This is an optimization exercise on Yosys and OpenROAD, whose aim is small area, not a production implementation. Function was checked by simulation only, so behaviour that the tests miss may differ from the original. Power and IR drop assume default switching activity.

### flow/config.mk
export PLATFORM = sky130hd
export DESIGN_NAME = combine
export DESIGN_NICKNAME = combine
export VERILOG_FILES = /design/flow/design.v
export SDC_FILE = /design/flow/constraint.sdc
export NUM_CORES = 4
export LEC_CHECK = 0
export CAP_MARGIN = 20
export CORE_MARGIN = 2
export CORE_UTILIZATION = 40
export SLEW_MARGIN = 20
### flow/constraint.sdc
create_clock -name core_clock -period 8.0 [get_ports {clk}]
set_input_delay 1.6000 -clock core_clock [delete_from_list [all_inputs] [get_ports {clk}]]
set_output_delay 1.6000 -clock core_clock [all_outputs]
set_load 0.01 [all_outputs]
### flow/design.v
module combine(led1, led2, led3, led4, led5, led6, l_red, l_blue, sw0, sw1, btn, clk, rst);
    input sw0, sw1;
    input rst;
    input [3:0] btn;
    input clk;
    output [6:0] led1, led2;
    output [6:0] led3, led4;
    output [6:0] led5, led6;
    output l_red, l_blue;
    reg [3:0] e0;
    reg [2:0] pc, pq;
    wire [3:0] pn = btn & ~e0;
    wire pn_one = (pn == 4'b0001) | (pn == 4'b0010) | (pn == 4'b0100) | (pn == 4'b1000);
    wire [1:0] pn_idx = {pn[3] | pn[2], pn[3] | pn[1]};
    wire [2:0] pn_code = pn_one ? {1'b1, pn_idx} : {2'b00, |pn};
    reg sw0_l, sw1_l;       
    reg [1:0] cq;
    reg [2:0] c5;
    reg rph, bph;
    reg [2:0] rj, bj;
    reg [2:0] mode;
    reg sw1p;
    reg [4:0] hr;
    reg [5:0] mn;
    reg [6:0] sc;           
    reg [3:0] mm;
    reg [5:0] dd;
    reg [4:0] ahr;
    reg [5:0] amin;
    reg [4:0] ch;
    reg [5:0] cm;
    reg [6:0] cs;           
    reg cflag, tout;
    wire enb = cq[1] & cq[0] & c5[1] & ~c5[0];      
    wire any = pq[2] | pq[0];
    wire b3 = pq[2] & pq[1] & pq[0];
    wire b2 = pq[2] & pq[1] & ~pq[0];
    wire b1 = pq[2] & ~pq[1] & pq[0];
    wire b0 = pq[2] & ~pq[1] & ~pq[0];
    wire md0 = (mode == 3'd0), md1 = (mode == 3'd1), md2 = (mode == 3'd2), md3 = (mode == 3'd3);
    wire al = sw0_l & (hr == ahr) & (mn == amin);
    function h23;  input [4:0] h; h23 = h[4] & h[2] & h[1] & h[0]; endfunction
    function m59;  input [5:0] m; m59 = m[5] & m[4] & m[3] & m[1] & m[0]; endfunction
    function [4:0] hinc; input [4:0] h; hinc = h23(h) ? 5'd0 : h + 5'd1; endfunction
    function [4:0] hdec; input [4:0] h; hdec = (h == 5'd0) ? 5'd23 : h - 5'd1; endfunction
    function [5:0] minc; input [5:0] m; minc = m59(m) ? 6'd0 : m + 6'd1; endfunction
    function b59; input [6:0] m; b59 = m[6] & m[4] & m[3] & m[0]; endfunction
    function [6:0] binc;
        input [6:0] m;
        if (m[3] & m[0]) binc = (m[6] & m[4]) ? 7'd0 : {m[6:4] + 3'd1, 4'd0};
        else binc = {m[6:4], m[3:0] + 4'd1};
    endfunction
    function [6:0] bdec;
        input [6:0] m;
        if (m[3:0] == 4'd0) bdec = (m[6:4] == 3'd0) ? {3'd5, 4'd9} : {m[6:4] - 3'd1, 4'd9};
        else bdec = {m[6:4], m[3:0] - 4'd1};
    endfunction
    function [5:0] mdec; input [5:0] m; mdec = (m == 6'd0) ? 6'd59 : m - 6'd1; endfunction
    wire tick = enb & ~any;
    wire sc59 = b59(sc), mn59 = m59(mn), mn0 = (mn == 6'd0);
    wire mn_up = (md0 & b1) | (tick & sc59);
    wire mn_dn = md0 & b0;
    wire hr_up = (md0 & (b3 | (b1 & mn59))) | (tick & sc59 & mn59);
    wire hr_dn = md0 & (b2 | (b0 & mn0));
    wire [6:0] n_sc = tick ? binc(sc) : sc;
    wire [4:0] hx = (any & md2) ? ahr : (any & md3) ? ch : hr;
    wire [5:0] mx = (any & md2) ? amin : (any & md3) ? cm : mn;
    wire [4:0] h_inc = hinc(hx), h_dec = hdec(hx);
    wire [5:0] m_inc = minc(mx), m_dec = mdec(mx);
    wire [5:0] n_mn = mn_up ? m_inc : mn_dn ? m_dec : mn;
    wire [4:0] n_hr = hr_up ? h_inc : hr_dn ? h_dec : hr;
    wire mm0    = (mm == 4'd0);
    wire mm2    = ~mm[3] & ~mm[2] & mm[1] & ~mm[0];
    wire mm12   = mm[3] & mm[2];
    wire mm_le1 = ~mm[3] & ~mm[2] & ~mm[1];
    wire is31   = mm[3] ^ mm[0];                           
    wire is30   = ~(mm[3] ^ mm[0]) & (mm[3] | mm[2]);      
    wire dd_le1 = (dd <= 6'd1);
    wire eom = (is31 & (dd >= 6'd31)) | (mm2 & (dd >= 6'd28)) | (is30 & (dd >= 6'd30));
    wire som = is30 | (dd_le1 & ~mm0);                     
    wire midnight = h23(hr) & mn59 & sc59;
    wire day_up = md1 & (b1 | (~any & midnight));
    wire day_dn = md1 & b0;
    wire mm_up = (md1 & b3) | (day_up & eom);
    wire mm_dn = (md1 & b2) | (day_dn & som);
    wire [3:0] mm_inc = mm12 ? 4'd1 : mm + 4'd1;
    wire [3:0] mm_dec = mm_le1 ? 4'd12 : mm - 4'd1;
    wire [3:0] n_mm = mm_up ? mm_inc : mm_dn ? mm_dec : (md1 & mm0) ? 4'd1 : mm;
    reg [5:0] n_dd;
    always @* begin
        n_dd = dd;
        if (day_up) n_dd = eom ? 6'd1 : dd + 6'd1;
        else if (day_dn) begin
            if (is30) n_dd = 6'd30;
            else if (dd_le1 & mm2) n_dd = 6'd28;
            else if (dd_le1 & ~mm0) n_dd = 6'd31;
            else n_dd = dd - 6'd1;
        end else if (md1 & mm0) n_dd = 6'd1;
    end
    wire [4:0] n_ahr = (md2 & b3) ? h_inc : (md2 & b2) ? h_dec : ahr;
    wire [5:0] n_amin = (md2 & b1) ? m_inc : (md2 & b0) ? m_dec : amin;
    wire cz_s = (cs == 7'd0), cz_m = (cm == 6'd0), cz_h = (ch == 5'd0);
    wire dn = enb & cflag & ~(cz_s & cz_m & cz_h);
    wire [6:0] n_cs = dn ? bdec(cs) : (md3 & b1) ? binc(cs) : cs;
    wire [5:0] n_cm = (dn & cz_s) ? (cz_m ? 6'd59 : cm - 6'd1) : (md3 & b2) ? m_inc : cm;
    wire [4:0] n_ch = (dn & cz_s & cz_m) ? ch - 5'd1 : (md3 & b3) ? h_inc : ch;
    wire n_cflag = cflag ^ (md3 & b0);
    wire n_tout = enb ? (cflag & (tout | (cz_s & cz_m & cz_h))) : tout;
    wire [2:0] n_mode = (sw1_l != sw1p) ? ((mode >= 3'd5) ? 3'd0 : mode + 3'd1) : mode;
    always @(posedge clk) begin
        if (rst) begin
            e0 <= 4'd0; pc <= 3'd0; pq <= 3'd0;
            sw0_l <= 1'b0; sw1_l <= 1'b0;
            cq <= 2'd0; c5 <= 3'd0;
            rph <= 1'b0; rj <= 3'd0; bph <= 1'b0; bj <= 3'd0;
            mode <= 3'd0; sw1p <= 1'b0;
            hr <= 5'd0; mn <= 6'd0; sc <= 7'd0;
            mm <= 4'd0; dd <= 6'd0;
            ahr <= 5'd0; amin <= 6'd0;
            ch <= 5'd0; cm <= 6'd0; cs <= 7'd0; cflag <= 1'b0; tout <= 1'b0;
        end else begin
            e0 <= btn; pc <= pn_code; pq <= pc;
            sw0_l <= sw0; sw1_l <= sw1;
            cq <= {cq[0], ~cq[1]};
            c5 <= c5[2] ? 3'd0 : c5 + 3'd1;
            if (al) begin
                rj <= {rj[1], rj[0], ~rj[2]};
                rph <= rph ^ (~rj[2] & ~rj[0]);
            end
            if (n_tout) begin
                bj <= {bj[1], bj[0], ~bj[2]};
                bph <= bph ^ (~bj[2] & ~bj[0]);
            end
            mode <= n_mode; sw1p <= sw1_l;
            hr <= n_hr; mn <= n_mn; sc <= n_sc;
            mm <= n_mm; dd <= n_dd;
            ahr <= n_ahr; amin <= n_amin;
            ch <= n_ch; cm <= n_cm; cs <= n_cs; cflag <= n_cflag; tout <= n_tout;
        end
    end
    assign l_red  = rph;
    assign l_blue = bph;
    reg [5:0] v1, v2;
    reg [6:0] v3;
    always @* begin
        case (mode)
            3'd0: begin v1 = {1'b0, hr}; v2 = mn; v3 = sc; end
            3'd1: begin v1 = {2'b0, mm}; v2 = dd; v3 = cs; end
            3'd2: begin v1 = {1'b0, ahr}; v2 = amin; v3 = cs; end
            default: begin v1 = {1'b0, ch}; v2 = cm; v3 = cs; end
        endcase
    end
    wire [3:0] t1 = v1 / 6'd10, u1 = v1 % 6'd10;
    wire [3:0] t2 = v2 / 6'd10, u2 = v2 % 6'd10;
    wire [3:0] t3 = {1'b0, v3[6:4]}, u3 = v3[3:0];
    reg [3:0] d1, d2, d3, d4, d5, d6;
    always @* begin
        d1 = t1; d2 = u1; d3 = t2; d4 = u2; d5 = t3; d6 = u3;
        case (mode)
            3'd1: begin d5 = 4'd2; d6 = 4'd4; end
            3'd2: begin d5 = 4'd2; d6 = 4'd2; end
            3'd4: begin d1 = 4'd4; d2 = 4'd4; d3 = 4'd4; d4 = 4'd4; d5 = 4'd4; d6 = 4'd4; end
            3'd5: begin d1 = 4'd8; d2 = 4'd8; d3 = 4'd8; d4 = 4'd8; d5 = 4'd8; d6 = 4'd8; end
            default: ;
        endcase
    end
    function [6:0] seg;
        input [3:0] d;
        case (d)
            4'd0: seg = 7'b0000001;
            4'd1: seg = 7'b1001111;
            4'd2: seg = 7'b0010010;
            4'd3: seg = 7'b0000110;
            4'd4: seg = 7'b1001100;
            4'd5: seg = 7'b0100100;
            4'd6: seg = 7'b0100000;
            4'd7: seg = 7'b0001111;
            4'd8: seg = 7'b0000000;
            4'd9: seg = 7'b0000100;
            default: seg = 7'b0000000;
        endcase
    endfunction
    assign led1 = seg(d1);
    assign led2 = seg(d2);
    assign led3 = seg(d3);
    assign led4 = seg(d4);
    assign led5 = seg(d5);
    assign led6 = seg(d6);
endmodule
### flow/flow/run.sh
#!/bin/bash
# Own layout flow: the standard layout (standard.sh), except that
# * synthesis maps the logic with an area-oriented ABC script (area.abc:
#   three rounds of a 200-second &deepsyn AIG optimisation, each followed by
#   &nf area mapping) and without the platform's half/full adder cells.
#   &deepsyn is randomised, so synthesis runs four times in parallel with
#   different &deepsyn seeds and the layout continues from the run with the
#   smallest cell area. Synthesis is otherwise the standard flow's own script
#   (synth_recipe.tcl: synth -nofsm -noshare, flatten, renames), so the
#   registers keep the standard synthesis's names and cells;
# * every port still gets its buffer, but a small one (buf_1);
# * clock tree synthesis builds the tree from clkbuf_8 cells, without dummy loads.
# Each tool's output goes to a log here: synth_sN.log for synthesis run N,
# synth_pick.log for the choice, layout.log for the rest of the layout.
set -uo pipefail
W=$PWD
F=$W/flow
P=${FLOW_PLATFORM:-sky130hd}
SEEDS="0 7 23 61"
for s in $SEEDS; do
  sed "s/&deepsyn -T \([0-9]*\)/\&deepsyn -T \1 -S $s/" "$F/area.abc" > "$W/area_s$s.abc"
  AREA_ABC_SCRIPT="$W/area_s$s.abc" make -C "$FLOW_HOME" DESIGN_CONFIG="$W/config.mk" \
    WORK_HOME="$W/orfs_s$s" CLKGATE_MAP_FILE= SYNTH_SCRIPT="$F/synth.tcl" ADDER_MAP_FILE= \
    synth > "$W/synth_s$s.log" 2>&1 &
done
wait
best=""
bestarea=""
for s in $SEEDS; do
  stat="$W/orfs_s$s/reports/$P/combine/base/synth_stat.txt"
  [[ -f "$stat" && -f "$W/orfs_s$s/results/$P/combine/base/1_synth.odb" ]] || continue
  area=$(sed -n "s/.*Chip area for module .*: *//p" "$stat" | head -1)
  echo "seed $s: area $area" >> "$W/synth_pick.log"
  if [[ -z "$best" ]] || awk -v a="$area" -v b="$bestarea" 'BEGIN { exit !(a < b) }'; then
    best=$s
    bestarea=$area
  fi
done
if [[ -z "$best" ]]; then
  echo "no synthesis run finished" >> "$W/synth_pick.log"
  exit 1
fi
echo "picked seed $best (area $bestarea)" >> "$W/synth_pick.log"
mv "$W/orfs_s$best" "$W/orfs"
set -e
bash "$W/standard.sh" ADDER_MAP_FILE= \
  "BUFFER_PORTS_ARGS=-buffer_cell sky130_fd_sc_hd__buf_1" \
  "CTS_ARGS=-sink_clustering_enable -repair_clock_nets -dont_use_dummy_load -buf_list sky130_fd_sc_hd__clkbuf_8" \
  > "$W/layout.log" 2>&1
### flow/flow/area.abc
strash
&get -n
&fraig -x
&deepsyn -T 200
&put
strash
&get -n
&dch -f
&nf -R 1000
&put
strash
&get -n
&deepsyn -T 200
&put
strash
&get -n
&dch -f
&nf -R 1000
&put
strash
&get -n
&deepsyn -T 200
&put
strash
&get -n
&dch -f
&nf -R 1000
&put
topo
### flow/flow/synth.tcl
# synth_recipe.tcl with the final ABC mapping run on the script in $AREA_ABC_SCRIPT
proc synth {args} { yosys synth -nofsm -noshare {*}$args }
proc abc {args} {
  set i [lsearch -exact $args -script]
  if { $i >= 0 && [info exists ::env(AREA_ABC_SCRIPT)] } {
    set f [open $::env(AREA_ABC_SCRIPT) r]
    set s [string trim [read $f]]
    close $f
    lset args [expr { $i + 1 }] "+[join [split $s "\n"] ";"]"
  }
  yosys abc {*}$args
}
source $::env(SCRIPTS_DIR)/synth.tcl
# left out here: clear keep_hierarchy, flatten, clean up, hide names made inside functions, write 1_2_yosys.v
### flow/standard.sh
#!/bin/bash
# synth_recipe.tcl (not shown) runs the flow's synth.tcl, then flattens the netlist and writes it again
# the make line also repeats each setting of config.mk as NAME=value (left out here)
make -C /OpenROAD-flow-scripts/flow DESIGN_CONFIG=/design/flow/config.mk WORK_HOME=/design/flow/orfs CLKGATE_MAP_FILE= SYNTH_SCRIPT=/design/flow/synth_recipe.tcl "${@:-finish}"
==> results_dict.tcl <==
set metrics [dict create \
    status "timing/DRC/antenna clean" \
    root_buffer "clkbuf_8" \
    die_y_um 117 \
    diodes 0 \
    cts.htree.levels 3 \
    dp_hpwl_um 11900 \
    skew_ns 0.0156 \
    rsz0062_at_grt "no" \
    portBuffers 50 \
    async_flop_share_pct 0 \
    hold_viol 0 \
    finalPower_w 0.000968 \
    crit_fanout 20 \
    numCtsBuffers 9 \
    fp.coreArea_sq_um 12500 \
    met2_usage_pct 37.8 \
    ys_seq_area_share_pct 34.8 \
    synth_cell_types 51 \
    dieWidth_um 117 \
    io_pins 52 \
    grt_pass1_vias 4814 \
    final_nets 752 \
    crit_path_start_kind "flop" \
    met3_usage_pct 3.48 \
    wire_per_inst_um 17.4 \
    vias 5350 \
    viasPerCell 5.85 \
    clock_latency_ns 0.38 \
    grt_pass1_wl_um 25200 \
    cts_buffer_depth 2 \
    fp-row-count 41 \
    n_fill_cell 1315 \
    use_met1_pct 32.3 \
    synth_top_area_cell "dfxtp_1" \
    grt_use_total_pct 24.1 \
    ir_worst_vdd_uv 115 \
    drv_cap 0 \
    yosys-top-cells-count "dfxtp_1 (88), nor2_1 (86), nand2_1 (79), a21oi_1 (63), o21ai_0 (44)" \
    cts.clk_slew.worst_paths_ns 0.08 \
    syn_area_sq_um 5060 \
    maxClockFrequency_ghz 0.141 \
    synth-edff-count 0 \
    place.gp.congestion 0.897 \
    avgSynthCellArea_sq_um 7.42 \
    yosys-top-cells-area "dfxtp_1 (35%), nor2_1 (6.4%), a21oi_1 (6.2%)" \
    hold_buffers 0 \
    ys_warn_count 1 \
    syn_inst 683 \
    antenna_found_initial 0 \
    min_path_type "flop to flop" \
    start_util_pct 40.6 \
    yosysMostFrequentCell "dfxtp_1" \
    drtPass1Iterations 5 \
    relSlewSlack_pct 45.9 \
    grt.busiest_layer "met2" \
    fin_crit_sh_pct 88.4 \
    arrival_ns 5.48 \
    leakagePower_nw 1.97 \
    clock-sinks 88 \
    overflow 0 \
    pwr_density_cell_nw_per_um2 173 \
    worstPathRequired_ns 6.40 \
    worst_pin_slew_ns 0.805 \
    maxSlewViolCount 0 \
    cp-end-kind "output port" \
    routed_wl_um 15900 \
    drc 0 \
    cts_resized 0 \
    grt_max_degree 74 \
    cts_setup_buffers 0 \
    drt_iter0_drc 619 \
    ys_ff_latch 88 \
    drive_above_1_share_pct 1.48 \
    syn-num-nets 691 \
    drtAntennaViolNets 0 \
    area_delta_synth_final_pct 10.4 \
    crit_type "flop to output port" \
    setup_violations 0 \
    die-area_sq_um 13600 \
    tns_ns 0 \
    yosys.area.top_type_share_pct 34.8 \
    period_minus_slack_ns 7.08 \
    ys.flop_type "dfxtp_1" \
    cts_tree "done" \
]
-- logic make-up (layout without fill, tap and decap cells) --
group	Yosys count	in the layout	synth area share, %
simple gates	312	312	29.4
compound gates	223	223	28.2
flops	88	88	34.8
buf+inv	29	88	2.22
xor+xnor	26	26	4.50
mux	4	4	0.889
other cells	1	1	0.0740
-- state kept, by name, indices dropped and copies added (netlist names), 2 cells and up --
| register | cells |
|---|---|
| cq | 2 |
| cm | 6 |
| mm | 4 |
| pq | 3 |
| ahr | 5 |
| hr | 5 |
| c5 | 3 |
| e0 | 4 |
| bj | 3 |
| dd | 6 |
| rj | 3 |
| pc | 3 |
| mode | 3 |
| ch | 5 |
| mn | 6 |
| cs | 7 |
| amin | 6 |
| sc | 7 |
-- cell type report --
type | count | area [sq um] | area share (%)
clock buffer | 9 | 124 | 2.21
inverter | 28 | 105 | 1.88
multi-input combinational | 566 | 3190 | 57.0
sequential | 88 | 1760 | 31.5
tap | 172 | 215 | 3.85
timing repair buffer | 51 | 196 | 3.51
-- where the power goes --
| part | switching [W] | total (W) | internal [W] | leakage [nW] |
|---|---|---|---|---|
| combinational | 0.000147 | 0.000231 | 0.0000834 | 1.19 |
| sequential | 0.0000278 | 0.000482 | 0.000454 | 0.715 |
| clock | 0.000154 | 0.000255 | 0.000101 | 0.0647 |
-- through the flow --
stage | instance area (sq um) | utilization (%) | cells | setup slack, ns | hold WS, ns
global placement | 5470 | 43.9 | 905 | 1.94 | 0.423
floorplan | 5060 | - | 683 | 2.35 | 0.411
finish | 5590 | 44.9 | 914 | 0.925 | 0.438
detailed placement | 5470 | 43.9 | 905 | 1.56 | 0.423
CTS | 5590 | 44.9 | 914 | 1.14 | 0.437
global route | 5590 | 44.9 | 914 | 0.556 | 0.455
-- final timing paths --
kind                             start  slack, ns  depth (start not counted)                  to
setup / recovery  mode[1]$_SDFFE_PP0P_       0.92                         17             led4[6]
hold / removal        pc[2]$_SDFF_PP0_       0.44                          1    pq[2]$_SDFF_PP0_
setup reg to reg    cm[0]$_SDFFE_PP0P_       4.15                         11  ch[4]$_SDFFE_PP0P_
hold reg to reg       pc[2]$_SDFF_PP0_       0.44                          1    pq[2]$_SDFF_PP0_
-- critical path, stage by stage, from the launching register on --
cell and delay (ns):
dfxtp_1 0.76, clkinv_1 0.44, nor2_1 0.70, a22oi_1 0.14
nand2_1 0.18, a21oi_1 0.14, o21ai_0 0.30, nor2b_1 0.11
o31ai_1 0.42, a21oi_1 0.25, and3_1 0.23, nor3_1 0.37
o22ai_1 0.18, o21a_1 0.17, or2_0 0.21, a21boi_0 0.22
and2_0 0.15, buf_1 0.15
-- cell usage in the layout, fill, tap and decap left out, types with 6 or more instances in the layout --
cell       n
nor2b_1   29
nand2_1   79
xor2_1     8
o21ai_0   44
clkinv_1  28
or3_1      7
dfxtp_1   88
xnor2_1   18
a21o_1     6
a21oi_1   63
or2_0      6
a31oi_1   13
o21a_1    18
a22oi_1    8
nand3_1   16
and2_0    11
nor2_1    86
nand2b_1  13
buf_1     49
nor4_1     9
nor3_1    34
and3_1    10
a22o_1    10
o22ai_1   16
clkbuf_8   9
-- per-layer routing --
| metal | share of wire [%] | up-vias |
|---|---|---|
| met5 | 0 | - |
| met4 | 3.8 | 0 |
| met3 | 6.1 | 37 |
| met2 | 45 | 223 |
| met1 | 45 | 2481 |
| li1 | - | 2609 |

[port drivers added, routing unchanged]
No port has a modelled driver above. Below, the same layout with a new extraction and two added sets of constraints.
Step 1, drivers: a clkbuf_16 drives clk and a buf_2 each remaining input, both assumed.
Step 2 adds t to the input delays and takes it off the output delays; t is the mean of the earliest and latest rising clock arrival at the registers after step 1. Input paths then give back, and output paths get back, about the clock's delay inside the block.
a / b / c = no drivers / after step 1 / after step 2; a / b = the first two.
t (ns): 0.407
slack for setup (ns): 0.925 / 0.889 / 1.297
latest minus earliest clock arrival (ns): 0.016 / 0.015
After both steps setup and hold are still met in this run. For this run, drivers alone change the setup slack by -0.036 ns; drivers and shift together by +0.372 ns.
